Context: an optimization exercise on an open-source flow, tuned for small area and a short achievable clock period. The choices shown serve that exercise and are no tape-out recipe.
At most, simulation tests tie the RTL to the original design; equivalence was not proved.
For run 1, only the layout was checked, not whether the RTL still works.

==> flow/design.v, too long to show whole: its modules and the start of the top module <==
// module direct_FIR: 1539 lines
// module fa3: 6 lines
// module synthesis_direct_FIR: 8 lines
module synthesis_direct_FIR(out, inp, clk, rstn);
  // ...
==> flow/flow/run.sh <==
#!/bin/bash
# Own layout flow: the standard ORFS flow, with the port buffers built
# from regular buffers instead of delay buffers, and setup repair asked to
# leave a margin (SETUP_MARGIN ns) so that it also works on paths that
# already meet the design's clock period.
set -euo pipefail
cd "$(dirname "$0")/.."
export BUFFER_PORTS_ARGS="-buffer_cell sky130_fd_sc_hd__buf_2"
export SETUP_SLACK_MARGIN=${SETUP_MARGIN:-8.25}
bash standard.sh > standard_make.log 2>&1
==> flow/standard.sh <==
#!/bin/bash
# synth_recipe.tcl (not shown) runs the flow's synth.tcl, then flattens the netlist and writes it again
# the make line also repeats each setting of config.mk as NAME=value (left out here)
make -C /OpenROAD-flow-scripts/flow DESIGN_CONFIG=/design/flow/config.mk WORK_HOME=/design/flow/orfs CLKGATE_MAP_FILE= SYNTH_SCRIPT=/design/flow/synth_recipe.tcl "${@:-finish}"
==> flow/config.mk <==
export PLATFORM = sky130hd
export DESIGN_NAME = synthesis_direct_FIR
export DESIGN_NICKNAME = synthesis_direct_FIR
export VERILOG_FILES = /design/flow/design.v
export SDC_FILE = /design/flow/constraint.sdc
export NUM_CORES = 4
export LEC_CHECK = 0
export CAP_MARGIN = 20
export CORE_MARGIN = 2
export CORE_UTILIZATION = 65
export CTS_BUF_LIST = sky130_fd_sc_hd__clkbuf_16
export CTS_CLUSTER_DIAMETER = 80
export CTS_CLUSTER_SIZE = 25
export SLEW_MARGIN = 20
export SYNTH_HIERARCHICAL = 1
export SYNTH_MINIMUM_KEEP_SIZE = 0
==> flow/constraint.sdc <==
create_clock -name core_clock -period 11.5 [get_ports {clk}]
set_input_delay 2.3000 -clock core_clock [delete_from_list [all_inputs] [get_ports {clk}]]
set_output_delay 2.3000 -clock core_clock [all_outputs]
set_load 0.01 [all_outputs]
==> reports/metrics.cfg, run 1 <==
[cells_and_area]
syn2layout_area_growth_pct=15.74
largest_class=multi-input gates
final_common_cell=fa_1
multi_input_gates=653

[yosys]
yosysUniqueCellTypes=43
synth-simple-area-share_pct=3.149
synth_top_area_share_pct=53.69
synth-edff-count=0
yosysTopAreaCell=fa_1
async_flop_share_pct=0
synth_mux_area_share_pct=0.07743
synth_top_family_by_area=adder cells
synth_common_cells=fa_1 (390), dfxtp_1 (200), inv_1 (169), ha_1 (73), a21oi_1 (28)
syn_avg_cell_area_um2=14.16

[routing]
postRouteAntennaNets=0
wl_um=40870

[placed_design]
place.gp.congestion=1.052

[global_routing]
grt_pass1_vias=9505

[critical_path]
crit_slowest_cell=fa_2
path_buf_inv=0

[sta]
drv_slew=0

[clock_network]
clock_sinks=200
clock_path_buffers=2

[status]
outcome=no timing/DRC/antenna violations

[floorplanning]
io_pins=44
die_h_um=153.6
rows=54

==> run 2: changes to the inputs <==
--- a/flow/design.v
+++ b/flow/design.v
@@ -12,17 +12,17 @@
     always @(posedge clk) begin
         x0 <= rstn ? inp : 16'd0;
         x1 <= x0;
         x2 <= x1;
         x3 <= x2;
         x4 <= x3;
         x5 <= x4;
     end
-    reg q0, q1, q2, q3, q4, q5, q6, q7, q8, q9, q10, q11, q12, q13, q14, q15, q16, q17, q18, q19, q20, q21, q22, q23, q24, q25, q26, q27, q28, q29, q30, q31, q32, q33, q34, q35, q36, q37, q38, q39, q40, q41, q42, q43, q44, q45, q46, q47, q48, q49, q50, q51, q52, q53, q54, q55, q56, q57, q58, q59, q60, q61, q62, q63, q64, q65, q66, q67, q68, q69, q70, q71, q72, q73, q74, q75, q76, q77;
+    reg q0, q1, q2, q3, q4, q5, q6, q7, q8, q9, q10, q11, q12, q13, q14, q15, q16, q17, q18, q19, q20, q21, q22, q23, q24, q25, q26, q27, q28, q29, q30, q31, q32, q33, q34, q35, q36, q37, q38, q39, q40, q41, q42, q43, q44, q45, q46, q47, q48, q49, q50, q51, q52, q53, q54, q55, q56, q57, q58, q59, q60, q61, q62, q63, q64, q65, q66, q67, q68, q69, q70, q71, q72, q73, q74, q75, q76, q77, q78, q79, q80, q81, q82, q83, q84, q85, q86, q87, q88, q89, q90;
     wire s1;
     wire c2;
     wire s3;
     wire c4;
     wire s5;
     wire c6;
     wire s7;
     wire c8;
@@ -921,20 +921,16 @@
     wire s901;
     wire c902;
     wire s903;
     wire c904;
     wire s905;
     wire c906;
     wire s907;
     wire c908;
-    wire s909;
-    wire c910;
-    wire s911;
-    wire c912;
     assign s1 = x0[2] ^ ~1'b0;
     assign c2 = x0[2] & ~1'b0;
     assign s3 = x1[1] ^ x1[0];
     assign c4 = x1[1] & x1[0];
     fa3 us5 (.a(x1[2]), .b(x1[1]), .c(c4), .s(s5), .co(c6));
     fa3 us7 (.a(x1[3]), .b(x1[2]), .c(c6), .s(s7), .co(c8));
     fa3 us9 (.a(x1[4]), .b(x1[3]), .c(x1[0]), .s(s9), .co(c10));
     assign s11 = ~1'b0 ^ s9 ^ c8;
@@ -1309,235 +1305,245 @@
     fa3 us673 (.a(c552), .b(~c554), .c(s555), .s(s673), .co(c674));
     fa3 us675 (.a(x0[15]), .b(x2[13]), .c(x5[15]), .s(s675), .co(c676));
     fa3 us677 (.a(c84), .b(c140), .c(s85), .s(s677), .co(c678));
     fa3 us679 (.a(c160), .b(s161), .c(~c556), .s(s679), .co(c680));
     fa3 us681 (.a(x2[14]), .b(~x5[14]), .c(c86), .s(s681), .co(c682));
     assign s683 = ~x1[15] ^ ~x2[15];
     assign c684 = ~x1[15] & ~x2[15];
     fa3 us685 (.a(s559), .b(s557), .c(c12), .s(s685), .co(c686));
-    fa3 us687 (.a(s419), .b(s561), .c(s565), .s(s687), .co(c688));
-    assign s689 = c558 ^ c560;
-    assign c690 = c558 & c560;
-    fa3 us691 (.a(c562), .b(c566), .c(s567), .s(s691), .co(c692));
-    fa3 us693 (.a(c564), .b(s569), .c(~s571), .s(s693), .co(c694));
-    fa3 us695 (.a(c568), .b(s573), .c(c572), .s(s695), .co(c696));
-    fa3 us697 (.a(c570), .b(s575), .c(s577), .s(s697), .co(c698));
-    fa3 us699 (.a(~c574), .b(c576), .c(s579), .s(s699), .co(c700));
-    fa3 us701 (.a(~s581), .b(c578), .c(s583), .s(s701), .co(c702));
-    fa3 us703 (.a(c580), .b(s585), .c(s587), .s(s703), .co(c704));
-    fa3 us705 (.a(c582), .b(~c584), .c(s589), .s(s705), .co(c706));
-    fa3 us707 (.a(c586), .b(s591), .c(c588), .s(s707), .co(c708));
-    fa3 us709 (.a(s593), .b(c590), .c(s595), .s(s709), .co(c710));
-    fa3 us711 (.a(~c592), .b(c594), .c(s597), .s(s711), .co(c712));
-    fa3 us713 (.a(s599), .b(~s601), .c(c596), .s(s713), .co(c714));
-    fa3 us715 (.a(c598), .b(c600), .c(s603), .s(s715), .co(c716));
-    fa3 us717 (.a(c602), .b(s605), .c(s607), .s(s717), .co(c718));
-    fa3 us719 (.a(~c604), .b(c606), .c(s609), .s(s719), .co(c720));
-    fa3 us721 (.a(~s611), .b(c608), .c(s613), .s(s721), .co(c722));
-    fa3 us723 (.a(c610), .b(~c612), .c(s615), .s(s723), .co(c724));
-    fa3 us725 (.a(s617), .b(~c614), .c(s619), .s(s725), .co(c726));
-    fa3 us727 (.a(c616), .b(s621), .c(s623), .s(s727), .co(c728));
-    fa3 us729 (.a(c618), .b(c620), .c(s625), .s(s729), .co(c730));
+    fa3 us687 (.a(c26), .b(c40), .c(~c52), .s(s687), .co(c688));
+    fa3 us689 (.a(s419), .b(s561), .c(s565), .s(s689), .co(c690));
+    fa3 us691 (.a(c558), .b(c560), .c(~s563), .s(s691), .co(c692));
+    fa3 us693 (.a(s689), .b(c686), .c(s691), .s(s693), .co(c694));
+    fa3 us695 (.a(c562), .b(c566), .c(s567), .s(s695), .co(c696));
+    fa3 us697 (.a(c564), .b(s569), .c(~s571), .s(s697), .co(c698));
+    fa3 us699 (.a(c690), .b(s695), .c(c692), .s(s699), .co(c700));
+    fa3 us701 (.a(c568), .b(s573), .c(c572), .s(s701), .co(c702));
+    fa3 us703 (.a(c570), .b(s575), .c(~c696), .s(s703), .co(c704));
+    fa3 us705 (.a(~s701), .b(s577), .c(c698), .s(s705), .co(c706));
+    fa3 us707 (.a(~c574), .b(c576), .c(s579), .s(s707), .co(c708));
+    fa3 us709 (.a(c578), .b(s583), .c(s707), .s(s709), .co(c710));
+    fa3 us711 (.a(c580), .b(s585), .c(s587), .s(s711), .co(c712));
+    fa3 us713 (.a(c582), .b(~c584), .c(s589), .s(s713), .co(c714));
+    fa3 us715 (.a(c586), .b(s591), .c(c588), .s(s715), .co(c716));
+    fa3 us717 (.a(s593), .b(c590), .c(s595), .s(s717), .co(c718));
+    fa3 us719 (.a(~c592), .b(c594), .c(s597), .s(s719), .co(c720));
+    fa3 us721 (.a(~s599), .b(c716), .c(s601), .s(s721), .co(c722));
+    fa3 us723 (.a(c598), .b(c600), .c(s603), .s(s723), .co(c724));
+    fa3 us725 (.a(~c604), .b(c606), .c(s609), .s(s725), .co(c726));
+    fa3 us727 (.a(c610), .b(~c612), .c(s615), .s(s727), .co(c728));
+    fa3 us729 (.a(c616), .b(s621), .c(s623), .s(s729), .co(c730));
     fa3 us731 (.a(c622), .b(s627), .c(c624), .s(s731), .co(c732));
-    fa3 us733 (.a(~s629), .b(s631), .c(c626), .s(s733), .co(c734));
-    fa3 us735 (.a(c628), .b(s635), .c(c630), .s(s735), .co(c736));
-    fa3 us737 (.a(s633), .b(c632), .c(s637), .s(s737), .co(c738));
-    fa3 us739 (.a(s639), .b(c634), .c(~c636), .s(s739), .co(c740));
-    fa3 us741 (.a(~s641), .b(s643), .c(c638), .s(s741), .co(c742));
-    fa3 us743 (.a(c640), .b(s645), .c(~c642), .s(s743), .co(c744));
-    fa3 us745 (.a(~s647), .b(s649), .c(c644), .s(s745), .co(c746));
-    fa3 us747 (.a(~s651), .b(c646), .c(s653), .s(s747), .co(c748));
-    fa3 us749 (.a(c648), .b(~c650), .c(s655), .s(s749), .co(c750));
-    fa3 us751 (.a(c652), .b(s657), .c(~s659), .s(s751), .co(c752));
-    fa3 us753 (.a(~c654), .b(s661), .c(c656), .s(s753), .co(c754));
-    fa3 us755 (.a(s663), .b(c658), .c(s665), .s(s755), .co(c756));
-    fa3 us757 (.a(c660), .b(~c662), .c(s667), .s(s757), .co(c758));
-    fa3 us759 (.a(s669), .b(c664), .c(s671), .s(s759), .co(c760));
-    fa3 us761 (.a(~c666), .b(s673), .c(c668), .s(s761), .co(c762));
-    fa3 us763 (.a(s675), .b(~c670), .c(s677), .s(s763), .co(c764));
-    fa3 us765 (.a(c672), .b(~c674), .c(s679), .s(s765), .co(c766));
-    fa3 us767 (.a(c676), .b(~c162), .c(s87), .s(s767), .co(c768));
-    fa3 us769 (.a(c678), .b(s681), .c(~c680), .s(s769), .co(c770));
+    fa3 us733 (.a(c628), .b(s635), .c(c630), .s(s733), .co(c734));
+    fa3 us735 (.a(s639), .b(c634), .c(~c636), .s(s735), .co(c736));
+    fa3 us737 (.a(c640), .b(s645), .c(~c642), .s(s737), .co(c738));
+    fa3 us739 (.a(~s647), .b(s649), .c(c644), .s(s739), .co(c740));
+    fa3 us741 (.a(~s651), .b(c646), .c(s653), .s(s741), .co(c742));
+    fa3 us743 (.a(c648), .b(~c650), .c(s655), .s(s743), .co(c744));
+    fa3 us745 (.a(c652), .b(s657), .c(~s659), .s(s745), .co(c746));
+    fa3 us747 (.a(~c654), .b(s661), .c(c656), .s(s747), .co(c748));
+    fa3 us749 (.a(s663), .b(c658), .c(s665), .s(s749), .co(c750));
+    fa3 us751 (.a(c660), .b(~c662), .c(s667), .s(s751), .co(c752));
+    fa3 us753 (.a(s669), .b(c664), .c(s671), .s(s753), .co(c754));
+    fa3 us755 (.a(c666), .b(~s673), .c(s753), .s(s755), .co(c756));
+    fa3 us757 (.a(~c668), .b(c750), .c(s755), .s(s757), .co(c758));
+    fa3 us759 (.a(s675), .b(~c670), .c(s677), .s(s759), .co(c760));
+    fa3 us761 (.a(c672), .b(s679), .c(c754), .s(s761), .co(c762));
+    fa3 us763 (.a(c674), .b(s759), .c(~s761), .s(s763), .co(c764));
+    fa3 us765 (.a(c676), .b(~c162), .c(s87), .s(s765), .co(c766));
+    fa3 us767 (.a(c678), .b(s681), .c(s765), .s(s767), .co(c768));
+    fa3 us769 (.a(~c680), .b(c760), .c(s767), .s(s769), .co(c770));
     assign s771 = x3[14] ^ x5[15] ^ ~1'b0;
     assign c772 = (x3[14] & x5[15]) | (x3[14] & ~1'b0) | (x5[15] & ~1'b0);
-    fa3 us773 (.a(s683), .b(c88), .c(c682), .s(s773), .co(c774));
-    fa3 us775 (.a(c26), .b(c40), .c(~c52), .s(s775), .co(c776));
-    fa3 us777 (.a(~s563), .b(s689), .c(s687), .s(s777), .co(c778));
-    fa3 us779 (.a(c686), .b(~c776), .c(s777), .s(s779), .co(c780));
-    fa3 us781 (.a(c690), .b(c688), .c(s691), .s(s781), .co(c782));
-    fa3 us783 (.a(~s693), .b(s781), .c(c778), .s(s783), .co(c784));
-    fa3 us785 (.a(c692), .b(s695), .c(~c694), .s(s785), .co(c786));
-    fa3 us787 (.a(s699), .b(c698), .c(s701), .s(s787), .co(c788));
-    fa3 us789 (.a(c700), .b(s703), .c(c702), .s(s789), .co(c790));
-    fa3 us791 (.a(c704), .b(s707), .c(~c706), .s(s791), .co(c792));
-    fa3 us793 (.a(s755), .b(c752), .c(c754), .s(s793), .co(c794));
-    fa3 us795 (.a(s759), .b(c756), .c(~c758), .s(s795), .co(c796));
-    fa3 us797 (.a(c760), .b(~s763), .c(s765), .s(s797), .co(c798));
-    fa3 us799 (.a(s767), .b(c764), .c(s769), .s(s799), .co(c800));
-    fa3 us801 (.a(c766), .b(~s799), .c(c798), .s(s801), .co(c802));
-    fa3 us803 (.a(s771), .b(c768), .c(s773), .s(s803), .co(c804));
-    fa3 us805 (.a(s803), .b(c770), .c(c800), .s(s805), .co(c806));
-    fa3 us807 (.a(~x3[15]), .b(c684), .c(c772), .s(s807), .co(c808));
-    fa3 us809 (.a(s807), .b(c774), .c(c804), .s(s809), .co(c810));
-    assign s811 = ~q18 ^ ~q19;
-    assign c812 = ~q18 & ~q19;
-    assign s813 = q23 ^ q24;
-    assign c814 = q23 & q24;
-    assign s815 = q27 ^ ~q28;
-    assign c816 = q27 & ~q28;
-    assign s817 = ~q31 ^ ~q32;
-    assign c818 = ~q31 & ~q32;
-    assign s819 = ~q35 ^ ~q36;
-    assign c820 = ~q35 & ~q36;
-    assign s821 = ~q39 ^ ~q40;
-    assign c822 = ~q39 & ~q40;
-    assign s823 = ~q43 ^ ~q44;
-    assign c824 = ~q43 & ~q44;
-    assign s825 = q47 ^ ~q48;
-    assign c826 = q47 & ~q48;
-    assign s827 = q51 ^ q52;
-    assign c828 = q51 & q52;
-    assign s829 = q55 ^ q56;
-    assign c830 = q55 & q56;
-    assign s831 = ~q59 ^ q60;
-    assign c832 = ~q59 & q60;
-    assign s833 = q5 ^ ~q6;
-    assign c834 = q5 & ~q6;
-    assign s835 = q9 ^ q10;
-    assign c836 = q9 & q10;
-    assign s837 = q12 ^ ~q13;
-    assign c838 = q12 & ~q13;
-    assign s839 = q15 ^ ~q16;
-    assign c840 = q15 & ~q16;
-    fa3 us841 (.a(q20), .b(q21), .c(q22), .s(s841), .co(c842));
-    fa3 us843 (.a(q25), .b(c812), .c(s813), .s(s843), .co(c844));
-    fa3 us845 (.a(q29), .b(q30), .c(~c814), .s(s845), .co(c846));
-    fa3 us847 (.a(q34), .b(c816), .c(s817), .s(s847), .co(c848));
-    fa3 us849 (.a(q37), .b(q38), .c(c818), .s(s849), .co(c850));
-    fa3 us851 (.a(q41), .b(q42), .c(c820), .s(s851), .co(c852));
-    fa3 us853 (.a(q45), .b(q46), .c(c822), .s(s853), .co(c854));
-    fa3 us855 (.a(q49), .b(q50), .c(c824), .s(s855), .co(c856));
-    fa3 us857 (.a(q53), .b(q54), .c(c826), .s(s857), .co(c858));
-    fa3 us859 (.a(q58), .b(c828), .c(s829), .s(s859), .co(c860));
-    fa3 us861 (.a(q61), .b(q62), .c(~c830), .s(s861), .co(c862));
-    assign s863 = q63 ^ ~q64;
-    assign c864 = q63 & ~q64;
-    assign s865 = q65 ^ ~q66;
-    assign c866 = q65 & ~q66;
-    assign s867 = q68 ^ ~q69;
-    assign c868 = q68 & ~q69;
-    assign s869 = q7 ^ q8;
-    assign c870 = q7 & q8;
-    fa3 us871 (.a(~q11), .b(c834), .c(s835), .s(s871), .co(c872));
-    fa3 us873 (.a(~q14), .b(c836), .c(s837), .s(s873), .co(c874));
-    fa3 us875 (.a(~q17), .b(c838), .c(s839), .s(s875), .co(c876));
-    fa3 us877 (.a(c840), .b(s811), .c(s841), .s(s877), .co(c878));
-    fa3 us879 (.a(~q26), .b(c842), .c(s843), .s(s879), .co(c880));
-    fa3 us881 (.a(s815), .b(c844), .c(~s845), .s(s881), .co(c882));
-    fa3 us883 (.a(q33), .b(c846), .c(~s847), .s(s883), .co(c884));
-    fa3 us885 (.a(s819), .b(c848), .c(s849), .s(s885), .co(c886));
-    fa3 us887 (.a(s821), .b(c850), .c(s851), .s(s887), .co(c888));
-    fa3 us889 (.a(s823), .b(c852), .c(s853), .s(s889), .co(c890));
-    fa3 us891 (.a(s825), .b(c854), .c(s855), .s(s891), .co(c892));
-    fa3 us893 (.a(s827), .b(c856), .c(s857), .s(s893), .co(c894));
-    fa3 us895 (.a(~q57), .b(c858), .c(s859), .s(s895), .co(c896));
-    fa3 us897 (.a(s831), .b(c860), .c(~s861), .s(s897), .co(c898));
-    fa3 us899 (.a(c832), .b(s863), .c(~c862), .s(s899), .co(c900));
-    fa3 us901 (.a(~q67), .b(c864), .c(s865), .s(s901), .co(c902));
-    fa3 us903 (.a(~q70), .b(c866), .c(s867), .s(s903), .co(c904));
-    assign s905 = ~q71 ^ c868;
-    assign c906 = ~q71 & c868;
-    assign s907 = ~q72 ^ q73;
-    assign c908 = ~q72 & q73;
-    assign s909 = q74 ^ q75;
-    assign c910 = q74 & q75;
-    assign s911 = q76 ^ q77;
-    assign c912 = q76 & q77;
-    wire [25:0] ra = {c912, c910, c908, c906, c904, c902, c900, c898, c896, c894, c892, c890, c888, c886, ~c884, c882, c880, c878, c876, c874, c872, c870, s869, q3, q2, q0};
-    wire [25:0] rb = {~1'b0, s911, s909, s907, s905, s903, s901, s899, s897, s895, s893, s891, s889, s887, s885, ~s883, s881, s879, s877, s875, s873, s871, s833, q4, 1'b0, ~q1};
+    fa3 us773 (.a(s683), .b(c88), .c(s771), .s(s773), .co(c774));
+    fa3 us775 (.a(c682), .b(s773), .c(c766), .s(s775), .co(c776));
+    fa3 us777 (.a(c768), .b(s775), .c(c770), .s(s777), .co(c778));
+    fa3 us779 (.a(~x3[15]), .b(c684), .c(c772), .s(s779), .co(c780));
+    fa3 us781 (.a(c774), .b(s779), .c(c776), .s(s781), .co(c782));
+    assign s783 = q10 ^ q11;
+    assign c784 = q10 & q11;
+    assign s785 = ~q15 ^ ~q16;
+    assign c786 = ~q15 & ~q16;
+    assign s787 = ~q19 ^ ~q20;
+    assign c788 = ~q19 & ~q20;
+    assign s789 = q23 ^ q24;
+    assign c790 = q23 & q24;
+    fa3 us791 (.a(q27), .b(q28), .c(q29), .s(s791), .co(c792));
+    assign s793 = q30 ^ q31;
+    assign c794 = q30 & q31;
+    fa3 us795 (.a(q34), .b(q36), .c(q37), .s(s795), .co(c796));
+    assign s797 = q33 ^ q35;
+    assign c798 = q33 & q35;
+    fa3 us799 (.a(q39), .b(q40), .c(q42), .s(s799), .co(c800));
+    assign s801 = q38 ^ q41;
+    assign c802 = q38 & q41;
+    fa3 us803 (.a(q43), .b(q44), .c(q45), .s(s803), .co(c804));
+    assign s805 = ~q46 ^ ~q47;
+    assign c806 = ~q46 & ~q47;
+    fa3 us807 (.a(q48), .b(q51), .c(q52), .s(s807), .co(c808));
+    assign s809 = q49 ^ q50;
+    assign c810 = q49 & q50;
+    fa3 us811 (.a(q53), .b(q54), .c(q55), .s(s811), .co(c812));
+    assign s813 = ~q56 ^ ~q57;
+    assign c814 = ~q56 & ~q57;
+    fa3 us815 (.a(q59), .b(q60), .c(q61), .s(s815), .co(c816));
+    assign s817 = ~q58 ^ ~q62;
+    assign c818 = ~q58 & ~q62;
+    assign s819 = q63 ^ q64;
+    assign c820 = q63 & q64;
+    assign s821 = q66 ^ q67;
+    assign c822 = q66 & q67;
+    assign s823 = ~q70 ^ q71;
+    assign c824 = ~q70 & q71;
+    assign s825 = ~q74 ^ ~q75;
+    assign c826 = ~q74 & ~q75;
+    assign s827 = ~q12 ^ ~q13;
+    assign c828 = ~q12 & ~q13;
+    fa3 us829 (.a(q18), .b(c784), .c(s785), .s(s829), .co(c830));
+    fa3 us831 (.a(q21), .b(q22), .c(c786), .s(s831), .co(c832));
+    fa3 us833 (.a(q25), .b(c788), .c(s789), .s(s833), .co(c834));
+    fa3 us835 (.a(~q32), .b(c790), .c(s793), .s(s835), .co(c836));
+    fa3 us837 (.a(c794), .b(s797), .c(~c792), .s(s837), .co(c838));
+    fa3 us839 (.a(c798), .b(s801), .c(~c796), .s(s839), .co(c840));
+    fa3 us841 (.a(c802), .b(s805), .c(s803), .s(s841), .co(c842));
+    fa3 us843 (.a(c806), .b(s809), .c(c804), .s(s843), .co(c844));
+    fa3 us845 (.a(c810), .b(s813), .c(s811), .s(s845), .co(c846));
+    fa3 us847 (.a(c814), .b(s817), .c(c812), .s(s847), .co(c848));
+    fa3 us849 (.a(q65), .b(c818), .c(s819), .s(s849), .co(c850));
+    fa3 us851 (.a(q69), .b(c820), .c(s821), .s(s851), .co(c852));
+    fa3 us853 (.a(q72), .b(q73), .c(~c822), .s(s853), .co(c854));
+    fa3 us855 (.a(q76), .b(c824), .c(s825), .s(s855), .co(c856));
+    assign s857 = q78 ^ ~q79;
+    assign c858 = q78 & ~q79;
+    assign s859 = ~q80 ^ q81;
+    assign c860 = ~q80 & q81;
+    assign s861 = ~q83 ^ q84;
+    assign c862 = ~q83 & q84;
+    assign s863 = ~q4 ^ q5;
+    assign c864 = ~q4 & q5;
+    fa3 us865 (.a(q7), .b(~q8), .c(q9), .s(s865), .co(c866));
+    fa3 us867 (.a(~q14), .b(s827), .c(s783), .s(s867), .co(c868));
+    fa3 us869 (.a(~q17), .b(c828), .c(s829), .s(s869), .co(c870));
+    fa3 us871 (.a(s787), .b(c830), .c(s831), .s(s871), .co(c872));
+    fa3 us873 (.a(~q26), .b(c832), .c(s833), .s(s873), .co(c874));
+    fa3 us875 (.a(~s791), .b(c834), .c(s835), .s(s875), .co(c876));
+    fa3 us877 (.a(~s795), .b(c836), .c(s837), .s(s877), .co(c878));
+    fa3 us879 (.a(~s799), .b(c838), .c(s839), .s(s879), .co(c880));
+    fa3 us881 (.a(~c800), .b(c840), .c(s841), .s(s881), .co(c882));
+    fa3 us883 (.a(~s807), .b(c842), .c(s843), .s(s883), .co(c884));
+    fa3 us885 (.a(~c808), .b(c844), .c(s845), .s(s885), .co(c886));
+    fa3 us887 (.a(s815), .b(c846), .c(s847), .s(s887), .co(c888));
+    fa3 us889 (.a(c816), .b(s849), .c(c848), .s(s889), .co(c890));
+    fa3 us891 (.a(~q68), .b(c850), .c(s851), .s(s891), .co(c892));
+    fa3 us893 (.a(s823), .b(c852), .c(~s853), .s(s893), .co(c894));
+    fa3 us895 (.a(q77), .b(c854), .c(~s855), .s(s895), .co(c896));
+    fa3 us897 (.a(c826), .b(s857), .c(c856), .s(s897), .co(c898));
+    fa3 us899 (.a(~q82), .b(c858), .c(s859), .s(s899), .co(c900));
+    fa3 us901 (.a(q85), .b(c860), .c(s861), .s(s901), .co(c902));
+    assign s903 = q86 ^ c862;
+    assign c904 = q86 & c862;
+    assign s905 = q87 ^ q88;
+    assign c906 = q87 & q88;
+    assign s907 = q89 ^ q90;
+    assign c908 = q89 & q90;
+    wire [25:0] ra = {c908, c906, c904, c902, c900, c898, ~c896, c894, c892, c890, c888, c886, c884, c882, c880, c878, c876, c874, c872, c870, c868, ~c866, c864, s863, ~q2, q0};
+    wire [25:0] rb = {~1'b0, s907, s905, s903, s901, s899, s897, ~s895, s893, s891, s889, s887, s885, s883, s881, s879, s877, s875, s873, s871, s869, s867, ~s865, q6, q3, ~q1};
     always @(posedge clk) begin
         q0 <= s685;
-        q1 <= s775;
-        q2 <= s779;
-        q3 <= c780;
-        q4 <= s783;
-        q5 <= c782;
-        q6 <= s697;
-        q7 <= s785;
-        q8 <= c784;
-        q9 <= c696;
-        q10 <= c786;
-        q11 <= s787;
-        q12 <= s705;
-        q13 <= c788;
-        q14 <= s789;
-        q15 <= s709;
-        q16 <= c790;
-        q17 <= s791;
-        q18 <= c708;
-        q19 <= c792;
-        q20 <= s711;
-        q21 <= c710;
-        q22 <= s713;
-        q23 <= c712;
-        q24 <= s715;
-        q25 <= c714;
-        q26 <= s717;
-        q27 <= c716;
-        q28 <= s719;
-        q29 <= c718;
-        q30 <= s721;
-        q31 <= c720;
-        q32 <= s723;
-        q33 <= c722;
-        q34 <= s725;
+        q1 <= s687;
+        q2 <= c688;
+        q3 <= s693;
+        q4 <= s697;
+        q5 <= c694;
+        q6 <= s699;
+        q7 <= s703;
+        q8 <= c700;
+        q9 <= s705;
+        q10 <= s581;
+        q11 <= c702;
+        q12 <= c704;
+        q13 <= s709;
+        q14 <= c706;
+        q15 <= c708;
+        q16 <= s711;
+        q17 <= c710;
+        q18 <= s713;
+        q19 <= c712;
+        q20 <= s715;
+        q21 <= c714;
+        q22 <= s717;
+        q23 <= c596;
+        q24 <= s719;
+        q25 <= c718;
+        q26 <= s721;
+        q27 <= c602;
+        q28 <= s605;
+        q29 <= s607;
+        q30 <= c720;
+        q31 <= s723;
+        q32 <= c722;
+        q33 <= s611;
+        q34 <= c608;
         q35 <= c724;
-        q36 <= s727;
-        q37 <= s729;
-        q38 <= c726;
-        q39 <= c728;
-        q40 <= s731;
-        q41 <= c730;
-        q42 <= s733;
-        q43 <= c732;
-        q44 <= s735;
-        q45 <= s737;
-        q46 <= c734;
-        q47 <= s739;
-        q48 <= c736;
-        q49 <= c738;
-        q50 <= s741;
-        q51 <= c740;
-        q52 <= s743;
-        q53 <= s745;
-        q54 <= c742;
-        q55 <= c744;
-        q56 <= s747;
-        q57 <= s749;
-        q58 <= c746;
-        q59 <= s751;
-        q60 <= c748;
-        q61 <= c750;
-        q62 <= s753;
-        q63 <= s757;
-        q64 <= s793;
-        q65 <= s761;
-        q66 <= c794;
-        q67 <= s795;
-        q68 <= c762;
-        q69 <= s797;
-        q70 <= c796;
-        q71 <= s801;
-        q72 <= c802;
-        q73 <= s805;
-        q74 <= c806;
-        q75 <= s809;
-        q76 <= c808;
-        q77 <= c810;
+        q36 <= s613;
+        q37 <= s725;
+        q38 <= s617;
+        q39 <= c614;
+        q40 <= c726;
+        q41 <= s619;
+        q42 <= s727;
+        q43 <= c618;
+        q44 <= c620;
+        q45 <= s625;
+        q46 <= c728;
+        q47 <= s729;
+        q48 <= s629;
+        q49 <= s631;
+        q50 <= c626;
+        q51 <= c730;
+        q52 <= s731;
+        q53 <= s633;
+        q54 <= c632;
+        q55 <= s637;
+        q56 <= c732;
+        q57 <= s733;
+        q58 <= s641;
+        q59 <= s643;
+        q60 <= c638;
+        q61 <= s735;
+        q62 <= c734;
+        q63 <= c736;
+        q64 <= s737;
+        q65 <= s739;
+        q66 <= c738;
+        q67 <= s741;
+        q68 <= s743;
+        q69 <= c740;
+        q70 <= s745;
+        q71 <= c742;
+        q72 <= c744;
+        q73 <= s747;
+        q74 <= s749;
+        q75 <= c746;
+        q76 <= s751;
+        q77 <= c748;
+        q78 <= c752;
+        q79 <= s757;
+        q80 <= c756;
+        q81 <= s763;
+        q82 <= c758;
+        q83 <= c762;
+        q84 <= s769;
+        q85 <= c764;
+        q86 <= s777;
+        q87 <= c778;
+        q88 <= s781;
+        q89 <= c780;
+        q90 <= c782;
     end
     wire [25:0] sum = ra + rb;
     always @(posedge clk) out <= sum;
 endmodule
 module fa3 (a, b, c, s, co);
     input a, b, c;
     output s, co;
     assign s = a ^ b ^ c;
==> run 2 against run 1 <==
Net effect:
- still clean on timing, DRC and antenna
- first-iteration DRC count down 24%
- sequential share of layout area up 1.7 points
- core utilization down 4.4 points
- via count down 4.1%
- clock-buffer cell count down 2
- critical path depth up 6
- critical endpoint is now DIR_FIR.out[24]
- largest cell class unchanged
==> reports/metrics.cfg, run 2 <==
[yosys]
synth_area_leaders=fa_1 (53%), dfxtp_1 (29%), ha_1 (6.1%)  ; was fa_1 (54%), dfxtp_1 (28%), ha_1 (6.3%)
ys.warnings.count=7  ; unchanged
synth_seq_cells=213  ; was 200
syn_area_um2=14760  ; was 14540 µm²
async_flop_share_pct=0  ; unchanged
synth-edff-count=0  ; unchanged
synthFlopType=dfxtp_1  ; unchanged
synth_top_area_share_pct=52.89  ; was 53.69%
synth_cells=1030  ; was 1027
yosysUniqueCellTypes=45  ; was 43
yosysSeqAreaShare_pct=28.88  ; was 27.53%
syn_avg_cell_area_um2=14.33  ; was 14.16 µm²
synth_most_common_cell=fa_1  ; unchanged
synth_common_cells=fa_1 (390), dfxtp_1 (213), inv_1 (171), ha_1 (72), a21oi_1 (22)  ; was fa_1 (390), dfxtp_1 (200), inv_1 (169), ha_1 (73), a21oi_1 (28)
syn-num-nets=1510  ; was 1508
yosysTopAreaCell=fa_1  ; unchanged

[global_routing]
grt-ovfl-total=0  ; unchanged
grt_max_degree=26  ; was 22
antenna_found_initial=0  ; was 1
grt_pass1_vias=9251  ; was 9505
grt_pass1_wl_um=57790  ; was 59710 µm
track_usage_pct=34.67  ; was 36.51%

[floorplanning]
dieArea_um2=23930  ; was 23590 µm²
die_h_um=154.7  ; was 153.6 µm
die_w_um=154.7  ; was 153.6 µm
rows=55  ; was 54
initial_core_util_pct=65.81  ; was 66.43%
core_area_um2=22430  ; was 21890 µm²
io_pins=44  ; unchanged

[cells_and_area]
n_fill_cell=1502  ; was 1276
multi_input_area_um2=10140  ; was 10320 µm²
post-route-cell-area_um2=16260  ; was 16830 µm²
syn2layout_area_growth_pct=10.13  ; was 15.74%
final_common_cell=fa_1  ; unchanged
largest_reg_flops=26  ; unchanged
ff_latch_area_um2=4360  ; was 4224 µm²
final_cell_mix=fa_1 (363), inv_1 (169), dfxtp_1 (142), dfxtp_2 (68), ha_1 (60)  ; was fa_1 (299), inv_1 (157), dfxtp_1 (114), fa_2 (91), ha_1 (61)
nNetsFinal=1574  ; was 1620
final_cell_count_no_fill=1385  ; was 1432
drive_gt1_share_pct=19.73  ; was 31.16%
antenna_cells=0  ; unchanged
regMostFlops=DIR_FIR.out  ; unchanged

[routing]
wl_per_cell_um=27.80  ; was 28.54 µm
drt_iter0_drc=616  ; was 815
wl_um=38500  ; was 40870 µm
post_drt_via_cell_ratio=5.782  ; was 5.832
postRouteAntennaNets=0  ; unchanged
drc_errors=0  ; unchanged
first_pass_iters=7  ; was 5
via_count=8008  ; was 8351

[sta]
slew_headroom_pct=70.92  ; was 68.75%
hold_viol=0  ; unchanged
clock.fmax_ghz=0.2986  ; was 0.2826 GHz
drv_slew=0  ; unchanged
finalSetupViolCount=0  ; unchanged
rsz0062_at_grt=true  ; unchanged
setup_tns_ns=0  ; unchanged
holdWs_ns=0.3941  ; about the same
period_minus_slack_ns=3.348  ; was 3.538 ns
tightest_slew_ns=0.4356  ; was 0.4687 ns
skew_ns=0.01555  ; was 0.01674 ns
finalCritPeriodShare_pct=29.12  ; was 30.77%

[clock_network]
clock_sinks=213  ; was 200
cts_hold_buf=0  ; unchanged
htree_levels=1  ; was 4
cts_tree=yes  ; unchanged
clk_latency_ns=0.50  ; was 0.46 ns
path_clk_slew_ns=0.09  ; about the same
cts_buffers=14  ; was 17
clock_path_buffers=3  ; was 2
clockRootBuffer=clkbuf_16  ; unchanged

[placed_design]
dpl_cell_area_um2=15310  ; was 15160 µm²
place.gp.congestion=1.078  ; was 1.052
place_inst=1353  ; was 1345
portBuffers=43  ; unchanged
hpwl_um=33420  ; was 33760 µm

[critical_path]
cp_data_arrival_time_ns=3.77  ; was 3.87 ns
worstPathRequired_ns=11.93  ; was 11.83 ns
start_kind=flop  ; unchanged
crit_slowest_cell=fa_1  ; was fa_2
reg2reg_depth=12  ; was 6
cp_cell_sequence=inv_2 -> ha_4 -> fa_2 -> fa_1 -> ha_4 -> o211a_1 -> o31a_1 -> buf_4 -> o31a_1 -> or2_4 -> a211oi_2 -> xnor2_1  ; was fa_2 -> fa_1 -> fa_1 -> fa_1 -> fa_1 -> fa_1
end_kind=flop  ; unchanged
critPathKind=flop to flop  ; unchanged
cp_max_fo=4  ; was 3
critPathMaxStageDelay_ns=0.60  ; was 0.68 ns

[worst_hold_path]
min_path_cells=0  ; unchanged
hp-class=flop to flop  ; unchanged

[run]
max_cap_viol_count=0  ; unchanged

[status]
outcome=no timing/DRC/antenna violations  ; unchanged

==> run 2: changes by cell type in the layout (fill, tap and decap cells not counted), sizes merged, moves of 6 or more <==
cell	before	now
buf	98	53
dfxtp	200	213
o21ai	19	10
a21oi	28	22
==> run 2: Yosys stat by module (local to each module, per instance), excerpt <==
module      cells  area, µm²
fa3             1      20.02
direct_FIR    641       6975
==> run 2: timing repair <==
| action | CTS | global route |
|---|---|---|
| gates resized for setup | 74 | 81 |
| buffers inserted | 0 | 10 |
| cloned | 0 | 0 |
| pin swaps | 5 | 20 |
| endpoints found under the setup margin | 35 | 56 |
==> run 2: worst paths after layout <==
path                            slack [ns]               to     startpoint
worst max register to register        8.15  DIR_FIR.out[24]    DIR_FIR.q16
worst min register to register        0.39    DIR_FIR.x3[5]  DIR_FIR.x2[5]
worst max-delay path                  8.15  DIR_FIR.out[24]    DIR_FIR.q16
worst min-delay path                  0.39    DIR_FIR.x3[5]  DIR_FIR.x2[5]
==> run 2: critical path: cells and delay by family, from the launching register on <==
family	cells	cell delay (ns)
fa+ha+maj	4	1.53
buf+inv	2	0.20
simple gates	1	0.29
xor+xnor	1	0.14
compound gates	4	0.80
flops	1	0.33
==> run 2: cell families (layout without fill, tap and decap cells) <==
family	count (synthesis)	count (layout)	synth area share, %
muxes	2	2	0.1356
adders and majority gates	462	462	58.99
AOI/OAI and AO/OA	68	68	3.144
xor gates and xnor gates	22	22	1.305
DFF	213	213	28.88
buffers and inverters	176	246	4.483
and+or+nand+nor	87	87	3.060
==> run 2: final cells by class <==
type | count | area share, %
Clock buffer | 15 | 2.309
Clock inverter | 7 | 0.4848
Inverter | 171 | 3.948
Multi-Input combinational cell | 641 | 62.38
Sequential cell | 213 | 26.82
Tap cell | 285 | 2.193
Timing Repair Buffer | 53 | 1.862
==> run 2: through the flow <==
stage / worst slack, ns / utilization, %
3_5_place_dp: 7.870 / 68.27
3_3_place_gp: 7.925 / 68.27
2_1_floorplan: 8.284 / -
5_1_grt: 8.061 / 72.47
4_1_cts: 8.193 / 71.22
6_report: 8.152 / 72.47
==> run 2: metal layers <==
layer	vias up	wire [µm]	track usage, %	part of all wire (%)
met5	-	0	0	0
met4	0	1244	8.951	3.2
met3	84	4455	12.41	12
met2	457	17370	53.74	45
met1	4190	15440	47.72	40
li1	3277	-	-	-
==> run 3: changes to the inputs <==
--- a/flow/flow/run.sh
+++ b/flow/flow/run.sh
@@ -7,4 +7,4 @@
 cd "$(dirname "$0")/.."
 export BUFFER_PORTS_ARGS="-buffer_cell sky130_fd_sc_hd__buf_2"
-export SETUP_SLACK_MARGIN=${SETUP_MARGIN:-8.25}
+export SETUP_SLACK_MARGIN=${SETUP_MARGIN:-7.95}
 bash standard.sh > standard_make.log 2>&1
==> run 3 against run 2 <==
Net effect:
- still clean on timing, DRC and antenna
- register-to-register slack got worse by 0.08 ns
- via count about the same
- worst hold slack improved by 0.0028 ns
- global-route usage decreased by 0.060 points
- maximum frequency decreased by 2.4%
- clock-buffer cell count unchanged
- sequential share of layout area increased by 0.12 points
- die area unchanged
- synthesized cell count unchanged
- critical endpoint is now DIR_FIR.out[25]
- highest routed layer unchanged
==> reports/metrics.cfg, run 3 <==
[status]
outcome=no timing/DRC/antenna violations  ; unchanged

[clock_network]
cts_setup_buffers=0  ; unchanged
cts_buffers=14  ; unchanged
clock_path_buffers=3  ; unchanged
path_clk_slew_ns=0.09  ; about the same
cts_hold_buf=0  ; unchanged
clockRootBuffer=clkbuf_16  ; unchanged
clk_latency_ns=0.50  ; about the same
cts_tree=yes  ; unchanged
clock_sinks=213  ; unchanged
htree_levels=1  ; unchanged

[yosys]
ys.warnings.count=7  ; unchanged
syn-num-nets=1510  ; unchanged
syn_area_um2=14760  ; unchanged
synth_seq_cells=213  ; unchanged
yosysUniqueCellTypes=45  ; unchanged
synthFlopType=dfxtp_1  ; unchanged
async_flop_share_pct=0  ; unchanged
yosysTopAreaCell=fa_1  ; unchanged
synth_top_area_share_pct=52.89  ; unchanged
synth_most_common_cell=fa_1  ; unchanged
syn_avg_cell_area_um2=14.33  ; unchanged
synth_common_cells=fa_1 (390), dfxtp_1 (213), inv_1 (171), ha_1 (72), a21oi_1 (22)  ; unchanged
yosysSeqAreaShare_pct=28.88  ; unchanged
synth_area_leaders=fa_1 (53%), dfxtp_1 (29%), ha_1 (6.1%)  ; unchanged
synth-edff-count=0  ; unchanged
synth_cells=1030  ; unchanged

[sta]
hold_viol=0  ; unchanged
finalSetupViolCount=0  ; unchanged
finalCritPeriodShare_pct=29.83  ; was 29.12%
rsz0062_at_grt=true  ; unchanged
slew_headroom_pct=62.77  ; was 70.92%
setup_tns_ns=0  ; unchanged
skew_ns=0.01624  ; was 0.01555 ns
drv_slew=0  ; unchanged
tightest_slew_ns=0.5577  ; was 0.4356 ns
period_minus_slack_ns=3.431  ; was 3.348 ns
holdWs_ns=0.3969  ; was 0.3941 ns
clock.fmax_ghz=0.2915  ; was 0.2986 GHz

[global_routing]
antenna_found_initial=0  ; unchanged
grt_pass1_vias=9210  ; was 9251
grt_max_degree=26  ; unchanged
grt-ovfl-total=0  ; unchanged
grt_pass1_wl_um=58010  ; was 57790 µm
track_usage_pct=34.61  ; was 34.67%

[routing]
dr_wl_met2_um=16900  ; was 17370 µm
top_layer=met4  ; unchanged
via_count=8015  ; was 8008
wirelength_met1_um=15470  ; was 15440 µm
wl_per_cell_um=27.74  ; was 27.80 µm
drc_errors=0  ; unchanged
first_pass_iters=7  ; unchanged
drt_iter0_drc=688  ; was 616
wl_met3_um=4373  ; was 4455 µm
postRouteAntennaNets=0  ; unchanged
wl_um=38140  ; was 38500 µm
post_drt_via_cell_ratio=5.829  ; was 5.782

[critical_path]
critPathMaxStageDelay_ns=0.52  ; was 0.60 ns
cp.depth=10  ; was 12
worstPathRequired_ns=11.92  ; was 11.93 ns
end_kind=flop  ; unchanged
path_buf_inv=0  ; was 2
cp_max_fo=6  ; was 4
cp_cell_sequence=fa_1 -> fa_1 -> fa_1 -> ha_1 -> a21oi_1 -> o221ai_1 -> a31oi_4 -> o211ai_1 -> nand2_1 -> xor2_1  ; was inv_2 -> ha_4 -> fa_2 -> fa_1 -> ha_4 -> o211a_1 -> o31a_1 -> buf_4 -> o31a_1 -> or2_4 -> a211oi_2 -> xnor2_1
reg2reg_depth=10  ; was 12
start_kind=flop  ; unchanged
cp_data_arrival_time_ns=3.85  ; was 3.77 ns
critPathKind=flop to flop  ; unchanged
r2r_end=DIR_FIR.out[25]  ; was DIR_FIR.out[24]
crit_path_end=DIR_FIR.out[25]  ; was DIR_FIR.out[24]
cp_common_cell=fa_1
crit_slowest_cell=fa_1  ; unchanged
path_delay_family=adder cells  ; unchanged
r2r_setup_slack_ns=8.07  ; was 8.15 ns
r2r_start=DIR_FIR.q43  ; was DIR_FIR.q16
crit_start=DIR_FIR.q43  ; was DIR_FIR.q16

[cells_and_area]
largest_reg_flops=26  ; unchanged
nNetsFinal=1564  ; was 1574
final_cell_mix=fa_1 (390), dfxtp_1 (213), inv_1 (171), ha_1 (69), buf_2 (43)  ; was fa_1 (363), inv_1 (169), dfxtp_1 (142), dfxtp_2 (68), ha_1 (60)
post-route-cell-area_um2=15830  ; was 16260 µm²
n_fill_cell=1574  ; was 1502
drive_gt1_share_pct=7.706  ; was 19.73%
final_common_cell=fa_1  ; unchanged
regMostFlops=DIR_FIR.out  ; unchanged
final_util_pct=70.56  ; was 72.47%
final_cell_count_no_fill=1375  ; was 1385
syn2layout_area_growth_pct=7.221  ; was 10.13%
antenna_cells=0  ; unchanged

[floorplanning]
die_w_um=154.7  ; unchanged
io_pins=44  ; unchanged
rows=55  ; unchanged
initial_core_util_pct=65.81  ; unchanged
core_area_um2=22430  ; unchanged
die_h_um=154.7  ; unchanged
dieArea_um2=23930  ; unchanged

[placed_design]
place.gp.congestion=1.078  ; unchanged
place_inst=1353  ; unchanged
dpl_cell_area_um2=15310  ; unchanged
portBuffers=43  ; unchanged
hpwl_um=33420  ; unchanged

[run]
max_cap_viol_count=0  ; unchanged

[worst_hold_path]
hp-class=flop to flop  ; unchanged

[run 3: cell count changes in the layout (fill, tap and decap cells not counted), sizes merged]
cell | before | now
buf | 53 | 43
[run 3: metrics by stage]
stage	setup slack (ns)
floorplan	8.284
global placement	7.925
detailed placement	7.870
CTS	7.954
global route	7.927
finish	8.069
[run 3: kinds of logic (layout without fill, tap and decap cells)]
kind of cell               after synthesis  in the layout  synth area share [%]
adders and majority gates              462            462                 58.99
buffers and inverters                  176            236                 4.483
xor gates and xnor gates                22             22                 1.305
AOI/OAI and AO/OA                       68             68                 3.144
and+or+nand+nor                         87             87                 3.060
muxes                                    2              2                0.1356
DFF                                    213            213                 28.88
[run 3: per-module statistics from Yosys, one instance, submodules excluded, a selection]
module,cells inside,times used,flip-flops and latches
direct_FIR,641,1,213
fa3,1,389,0
[run 3: cell type report]
type | instances | area (µm²) | area share (%)
multi-input combinational | 641 | 9897 | 62.52
timing repair buffer | 43 | 215.2 | 1.360
tap | 285 | 356.6 | 2.253
sequential | 213 | 4264 | 26.94
clock buffer | 15 | 375.4 | 2.371
clock inverter | 7 | 78.83 | 0.4980
inverter | 171 | 641.9 | 4.055
[run 3: how the worst min path moves through the flow]
stage                         startpoint             end  depth (start not counted)
after global routing      DIR_FIR.x4[11]  DIR_FIR.x5[11]                          0
final                      DIR_FIR.x2[5]   DIR_FIR.x3[5]                          0
after floorplan            DIR_FIR.x1[5]   DIR_FIR.x2[5]                          0
after global placement     DIR_FIR.x2[5]   DIR_FIR.x3[5]                          0
after detailed placement  DIR_FIR.x4[11]  DIR_FIR.x5[11]                          0
after CTS                  DIR_FIR.x2[5]   DIR_FIR.x3[5]                          0
[run 3: timing repair]
action                                  4_1_cts  5_1_grt
pin swaps                                     0        2
endpoints found under the setup margin        4       10
gates cloned                                  0        0
resized for setup                             1       14
[run 3: layer usage]
| layer | global-route usage, % | vias up |
|---|---|---|
| met4 | 9.744 | 0 |
| met2 | 52.85 | 471 |
| met3 | 10.31 | 101 |
| met5 | 0 | - |
| met1 | 49.53 | 4186 |
| li1 | - | 3257 |
==> run 4: changes to the inputs <==
--- a/flow/flow/run.sh
+++ b/flow/flow/run.sh
@@ -7,4 +7,4 @@
 cd "$(dirname "$0")/.."
 export BUFFER_PORTS_ARGS="-buffer_cell sky130_fd_sc_hd__buf_2"
-export SETUP_SLACK_MARGIN=${SETUP_MARGIN:-7.95}
+export SETUP_SLACK_MARGIN=${SETUP_MARGIN:-8.1}
 bash standard.sh > standard_make.log 2>&1
--- a/flow/config.mk
+++ b/flow/config.mk
@@ -15,2 +15,3 @@
 export SYNTH_HIERARCHICAL = 1
 export SYNTH_MINIMUM_KEEP_SIZE = 0
+export TNS_END_PERCENT = 5
==> run 4 against run 3 <==
Net effect:
- non-clock buffer count rose by 2
- global-route usage fell by 0.050 points
- first-iteration DRC count down 0.87%
- via count about the same
- final cell count increased by 0.15%
- cell area rose by 0.45%
- clock-buffer cell count stayed put
- maximum frequency rose by 1.3%
- critical path type unchanged
==> reports/metrics.cfg, run 4 <==
[cells_and_area]
antenna_cells=0  ; unchanged
regMostFlops=DIR_FIR.out  ; unchanged
nNetsFinal=1566  ; was 1564
largest_reg_flops=26  ; unchanged
final_cell_mix=fa_1 (390), dfxtp_1 (212), inv_1 (171), ha_1 (66), buf_2 (43)  ; was fa_1 (390), dfxtp_1 (213), inv_1 (171), ha_1 (69), buf_2 (43)
final_cell_count_no_fill=1377  ; was 1375
drive_gt1_share_pct=8.883  ; was 7.706%
final_common_cell=fa_1  ; unchanged
syn2layout_area_growth_pct=7.704  ; was 7.221%

[clock_network]
path_clk_slew_ns=0.09  ; about the same
clock_sinks=213  ; unchanged
clock_path_buffers=3  ; unchanged
clk_latency_ns=0.50  ; about the same
cts_tree=yes  ; unchanged
clockRootBuffer=clkbuf_16  ; unchanged
cts_buffers=14  ; unchanged
htree_levels=1  ; unchanged

[sta]
drv_slew=0  ; unchanged
setup_tns_ns=0  ; unchanged
hold_viol=0  ; unchanged
rsz0062_at_grt=true  ; unchanged
period_minus_slack_ns=3.386  ; was 3.431 ns
worst_slack_ns=8.114  ; was 8.069 ns
finalCritPeriodShare_pct=29.44  ; was 29.83%
holdWs_ns=0.3963  ; was 0.3969 ns
skew_ns=0.01841  ; was 0.01624 ns
slew_headroom_pct=61.76  ; was 62.77%
finalSetupViolCount=0  ; unchanged
clock.fmax_ghz=0.2953  ; was 0.2915 GHz
tightest_slew_ns=0.5728  ; was 0.5577 ns

[run]
max_cap_viol_count=0  ; unchanged

[critical_path]
critPathKind=flop to flop  ; unchanged
end_kind=flop  ; unchanged
start_kind=flop  ; unchanged
r2r_start=DIR_FIR.x3[15]  ; was DIR_FIR.q43
cp_max_fo=5  ; was 6
crit_start=DIR_FIR.x3[15]  ; was DIR_FIR.q43
worstPathRequired_ns=11.87  ; was 11.92 ns
cp_data_arrival_time_ns=3.76  ; was 3.85 ns
r2r_setup_slack_ns=8.11  ; was 8.07 ns

[global_routing]
track_usage_pct=34.56  ; was 34.61%
busiest_layer=met2  ; unchanged
grt_util_met3_pct=12.58  ; was 10.31%
grt-ovfl-total=0  ; unchanged
grt_pass1_wl_um=57690  ; was 58010 µm
grt_pass1_vias=9184  ; was 9210
gr-usage-met1_pct=47.77  ; was 49.53%
grt_max_degree=26  ; unchanged
antenna_found_initial=0  ; unchanged
grt_use_met2_pct=53.30  ; was 52.85%

[floorplanning]
core_area_um2=22430  ; unchanged
die_w_um=154.7  ; unchanged
die_h_um=154.7  ; unchanged
rows=55  ; unchanged
initial_core_util_pct=65.81  ; unchanged
dieArea_um2=23930  ; unchanged
io_pins=44  ; unchanged

[yosys]
synth-edff-count=0  ; unchanged
synth_area_leaders=fa_1 (53%), dfxtp_1 (29%), ha_1 (6.1%)  ; unchanged
yosysSeqAreaShare_pct=28.88  ; unchanged
syn_area_um2=14760  ; unchanged
syn_avg_cell_area_um2=14.33  ; unchanged
syn-num-nets=1510  ; unchanged
yosysUniqueCellTypes=45  ; unchanged
async_flop_share_pct=0  ; unchanged
synth_seq_cells=213  ; unchanged
synthFlopType=dfxtp_1  ; unchanged
yosysTopAreaCell=fa_1  ; unchanged
synth_common_cells=fa_1 (390), dfxtp_1 (213), inv_1 (171), ha_1 (72), a21oi_1 (22)  ; unchanged
ys.warnings.count=7  ; unchanged
synth_most_common_cell=fa_1  ; unchanged
synth_top_area_share_pct=52.89  ; unchanged
synth_cells=1030  ; unchanged

[status]
outcome=no timing/DRC/antenna violations  ; unchanged

[placed_design]
place_inst=1353  ; unchanged
place_ws_ns=7.870  ; unchanged
portBuffers=43  ; unchanged
hpwl_um=33420  ; unchanged
place.gp.congestion=1.078  ; unchanged

[routing]
post_drt_via_cell_ratio=5.818  ; was 5.829
drt_iter0_drc=682  ; was 688
postRouteAntennaNets=0  ; unchanged
via_count=8011  ; was 8015
drc_errors=0  ; unchanged
wl_per_cell_um=27.79  ; was 27.74 µm
wl_um=38270  ; was 38140 µm
first_pass_iters=5  ; was 7

[worst_hold_path]
hp-class=flop to flop  ; unchanged
min_from=DIR_FIR.x2[5]  ; unchanged

run 4: cell counts after synthesis:
Identical to the previous run, type by type.
run 4: worst paths after layout:
check,end,cells after the start
max,DIR_FIR.q47,6
max reg2reg,DIR_FIR.q47,6
min,DIR_FIR.x3[5],0
min reg2reg,DIR_FIR.x3[5],0
run 4: cell type report:
class                   count  area [µm²]
clock buffers              15       375.4
well taps                 285       356.6
clock inverters             7       78.83
repair buffers             45       230.2
inverters                 171       641.9
multi-input cells         641        9952
flip-flops and latches    213        4265
fillers                  1566        6534
run 4: repair_timing:
| action | CTS | global route |
|---|---|---|
| gates resized for setup | 6 | 23 |
| pin swaps | 0 | 4 |
| setup buffers | 0 | 2 |
| hold endpoints to repair | 0 | 0 |
| hold buffers | 0 | 0 |
| endpoints found under the setup margin | 9 | 19 |
run 4: worst max-delay path, stage by stage (launching register included):
cell and delay (ns):
dfxtp_1 0.50, inv_1 0.16, fa_1 0.54, fa_1 0.60, fa_1 0.48, fa_1 0.54
fa_1 0.44
run 4: Yosys stat by module (local to each module, per instance), excerpt:
module      copies in the design  area (µm²)  flops+latches
direct_FIR                     1        6975            213
fa3                          389       20.02              0
run 4: cell families after synthesis:
logic type                 Yosys count  share of synthesized area, %
adders and majority gates          462                         58.99
and+or+nand+nor                     87                         3.060
AOI/OAI and AO/OA                   68                         3.144
DFF                                213                         28.88
xor gates and xnor gates            22                         1.305
muxes                                2                        0.1356
buffers and inverters              176                         4.483
run 4: metrics by stage:
step                      util [%]  instance area [µm²]
after global routing         70.88                15900
final                        70.88                15900
after floorplan                  -                14760
after detailed placement     68.27                15310
after global placement       68.27                15310
after CTS                    70.42                15800
run 4: metal layers:
layer | share of wire (%) | routed length, µm
met3 | 11 | 4367
met1 | 41 | 15540
met4 | 3.1 | 1191
met2 | 45 | 17180
met5 | 0 | 0
==> run 5: changes to the inputs <==
--- a/flow/config.mk
+++ b/flow/config.mk
@@ -15,3 +15,2 @@
 export SYNTH_HIERARCHICAL = 1
 export SYNTH_MINIMUM_KEEP_SIZE = 0
-export TNS_END_PERCENT = 5
==> run 5 against run 4 <==
Net effect:
- synthesized cell count unchanged
- synthesized area unchanged
- clock skew is 0.00076 ns higher
- maximum frequency is 0.90% higher
- still clean
- register-to-register slack better by 0.03 ns
- core utilization increased by 0.47 points
- flip-flop and latch count stayed put
- non-clock buffer count increased by 3
- via count is essentially flat
==> reports/metrics.cfg, run 5 <==
[status]
outcome=no timing/DRC/antenna violations  ; unchanged

[critical_path]
reg2reg_depth=5  ; was 6
cp_data_arrival_time_ns=3.73  ; was 3.76 ns
start_kind=flop  ; unchanged
r2r_end=DIR_FIR.q47  ; unchanged
r2r_setup_slack_ns=8.14  ; was 8.11 ns
worstPathRequired_ns=11.87  ; about the same
cp_max_fo=3  ; was 5
end_kind=flop  ; unchanged
r2r_start=DIR_FIR.x5[6]  ; was DIR_FIR.x3[15]
crit_start=DIR_FIR.x5[6]  ; was DIR_FIR.x3[15]
critPathKind=flop to flop  ; unchanged

[clock_network]
path_clk_slew_ns=0.10  ; was 0.09 ns
clock_sinks=213  ; unchanged
cts_buffers=14  ; unchanged
clock_path_buffers=3  ; unchanged
clockRootBuffer=clkbuf_16  ; unchanged
cts_tree=yes  ; unchanged
htree_levels=1  ; unchanged
clk_latency_ns=0.50  ; about the same

[sta]
period_minus_slack_ns=3.356  ; was 3.386 ns
clock.fmax_ghz=0.2980  ; was 0.2953 GHz
slew_headroom_pct=60.40  ; was 61.76%
drv_slew=0  ; unchanged
finalCritPeriodShare_pct=29.18  ; was 29.44%
finalSetupViolCount=0  ; unchanged
rsz0062_at_grt=true  ; unchanged
skew_ns=0.01917  ; was 0.01841 ns
tightest_slew_ns=0.5914  ; was 0.5728 ns
hold_viol=0  ; unchanged
setup_tns_ns=0  ; unchanged

[global_routing]
grt_pass1_wl_um=57750  ; was 57690 µm
grt_pass1_vias=9192  ; was 9184
antenna_found_initial=0  ; unchanged
grt_max_degree=26  ; unchanged
grt-ovfl-total=0  ; unchanged
track_usage_pct=34.59  ; was 34.56%

[yosys]
syn-num-nets=1510  ; unchanged
syn_area_um2=14760  ; unchanged
synth_cells=1030  ; unchanged
synthFlopType=dfxtp_1  ; unchanged
syn_avg_cell_area_um2=14.33  ; unchanged
synth_seq_cells=213  ; unchanged
synth_top_area_share_pct=52.89  ; unchanged
async_flop_share_pct=0  ; unchanged
synth_most_common_cell=fa_1  ; unchanged
yosysSeqAreaShare_pct=28.88  ; unchanged
yosysTopAreaCell=fa_1  ; unchanged
synth_area_leaders=fa_1 (53%), dfxtp_1 (29%), ha_1 (6.1%)  ; unchanged
ys.warnings.count=7  ; unchanged
yosysUniqueCellTypes=45  ; unchanged
synth-edff-count=0  ; unchanged
synth_common_cells=fa_1 (390), dfxtp_1 (213), inv_1 (171), ha_1 (72), a21oi_1 (22)  ; unchanged

[worst_hold_path]
whs_endpoint=DIR_FIR.x3[5]  ; unchanged
min_from=DIR_FIR.x2[5]  ; unchanged
min_path_cells=0  ; unchanged
hp-class=flop to flop  ; unchanged

[routing]
wirelength_met1_um=15380  ; was 15540 µm
post_drt_via_cell_ratio=5.806  ; was 5.818
dr_wl_met2_um=17270  ; was 17180 µm
drc_errors=0  ; unchanged
wl_met3_um=4611  ; was 4367 µm
via_count=8012  ; was 8011
postRouteAntennaNets=0  ; unchanged
top_layer=met4  ; unchanged
first_pass_iters=5  ; unchanged
drt_iter0_drc=813  ; was 682
wl_um=38440  ; was 38270 µm
wl_per_cell_um=27.85  ; was 27.79 µm

[placed_design]
dpl_cell_area_um2=15310  ; unchanged
portBuffers=43  ; unchanged
place_inst=1353  ; unchanged
place.gp.congestion=1.078  ; unchanged
hpwl_um=33420  ; unchanged

[cells_and_area]
drive_gt1_share_pct=11.32  ; was 8.883%
final_cell_count_no_fill=1380  ; was 1377
largest_reg_flops=26  ; unchanged
regMostFlops=DIR_FIR.out  ; unchanged
final_util_pct=71.35  ; was 70.88%
syn2layout_area_growth_pct=8.424  ; was 7.704%
post-route-cell-area_um2=16010  ; was 15900 µm²
final_cell_mix=fa_1 (389), dfxtp_1 (200), inv_1 (169), ha_1 (61), buf_2 (43)  ; was fa_1 (390), dfxtp_1 (212), inv_1 (171), ha_1 (66), buf_2 (43)
final_common_cell=fa_1  ; unchanged
nNetsFinal=1569  ; was 1566
antenna_cells=0  ; unchanged

[floorplanning]
dieArea_um2=23930  ; unchanged
die_w_um=154.7  ; unchanged
initial_core_util_pct=65.81  ; unchanged
io_pins=44  ; unchanged
rows=55  ; unchanged
core_area_um2=22430  ; unchanged
die_h_um=154.7  ; unchanged

[run]
max_cap_viol_count=0  ; unchanged

## run 5: per-module statistics from Yosys (local to each module, per instance), excerpt
module | cells | flip-flops and latches | area [µm²] | times used
direct_FIR | 641 | 213 | 6975 | 1
fa3 | 1 | 0 | 20.02 | 389
## run 5: cells by family (layout without fill, tap and decap cells)
group / Yosys count / after routing / share of synthesized area [%]
AOI/OAI and AO/OA: 68 / 68 / 3.144
xor gates and xnor gates: 22 / 22 / 1.305
adders and majority gates: 462 / 462 / 58.99
buffers and inverters: 176 / 241 / 4.483
DFF: 213 / 213 / 28.88
muxes: 2 / 2 / 0.1356
and+or+nand+nor: 87 / 87 / 3.060
## run 5: what timing repair did
| action | CTS | global route |
|---|---|---|
| gates resized for setup | 10 | 46 |
| buffers inserted | 0 | 5 |
| setup endpoints to repair | 9 | 19 |
| pin swaps | 1 | 12 |
| hold buffers | 0 | 0 |
## run 5: final cells by class
cell class / count / area, µm²
Sequential cell: 213 / 4280
Timing Repair Buffer: 48 / 252.7
Tap cell: 285 / 356.6
Multi-Input combinational cell: 641 / 10020
Fill cell: 1547 / 6427
Inverter: 171 / 641.9
Clock buffer: 15 / 375.4
Clock inverter: 7 / 78.83
## run 5: critical path: stages (launching register included)
cell	delay [ns]
dfxtp_1	0.59
fa_1	0.59
fa_1	0.60
fa_1	0.47
fa_1	0.54
fa_1	0.44
## run 5: routing by layer
layer / GRT usage [%] / vias up
met5: 0 / -
met4: 8.730 / 0
met3: 12.58 / 81
met2: 53.36 / 482
met1: 47.81 / 4187
li1: - / 3262
## run 5: worst max path at each step
| stage | endpoint | slack, ns | depth (start not counted) |
|---|---|---|---|
| final | DIR_FIR.q47 | 8.14 | 5 |
| after global routing | DIR_FIR.out[18] | 8.07 | 11 |
| after global placement | DIR_FIR.out[25] | 7.92 | 10 |
| after detailed placement | DIR_FIR.out[25] | 7.87 | 10 |
| after CTS | DIR_FIR.out[25] | 8.07 | 10 |
| after floorplan | DIR_FIR.out[14] | 8.28 | 9 |
## run 5: per-stage QoR
stage	setup WS [ns]	hold WS (ns)
floorplan	8.284	0.3717
global placement	7.925	0.3814
detailed placement	7.870	0.3878
CTS	8.071	0.4012
global route	8.069	0.4136
finish	8.144	0.3967

[re-timing with driven ports]
How much do the figures lean on ideal ports? The routed layouts below were timed once more, with nothing changed but the port constraints.
Step 1 (the two cells are an assumption about what drives the block):
set clk [get_ports {clk}]
set_driving_cell -lib_cell sky130_fd_sc_hd__clkbuf_16 $clk
set_driving_cell -lib_cell sky130_fd_sc_hd__buf_2 [delete_from_list [all_inputs] $clk]
Step 2 also shifts input and output timing later by t, the mid clock arrival at the registers, as if the neighbouring blocks saw the same clock.
a / b / c = ideal ports / drivers / drivers and shift; a / b = the first two.
run	t (ns)	setup slack, ns	worst register clock-pin slew, ns	worst data-port slew with drivers (ns)
run 1	0.499	7.962 / 7.962 / 7.962	0.09 / 0.09	0.03
run 2	0.541	8.152 / 8.152 / 8.152	0.10 / 0.09	0.03
run 3	0.544	8.069 / 8.069 / 8.069	0.09 / 0.09	0.03
run 4	0.544	8.114 / 8.114 / 8.114	0.09 / 0.09	0.03
run 5	0.542	8.144 / 8.144 / 8.144	0.10 / 0.10	0.03
After both steps every run listed still meets setup and hold.
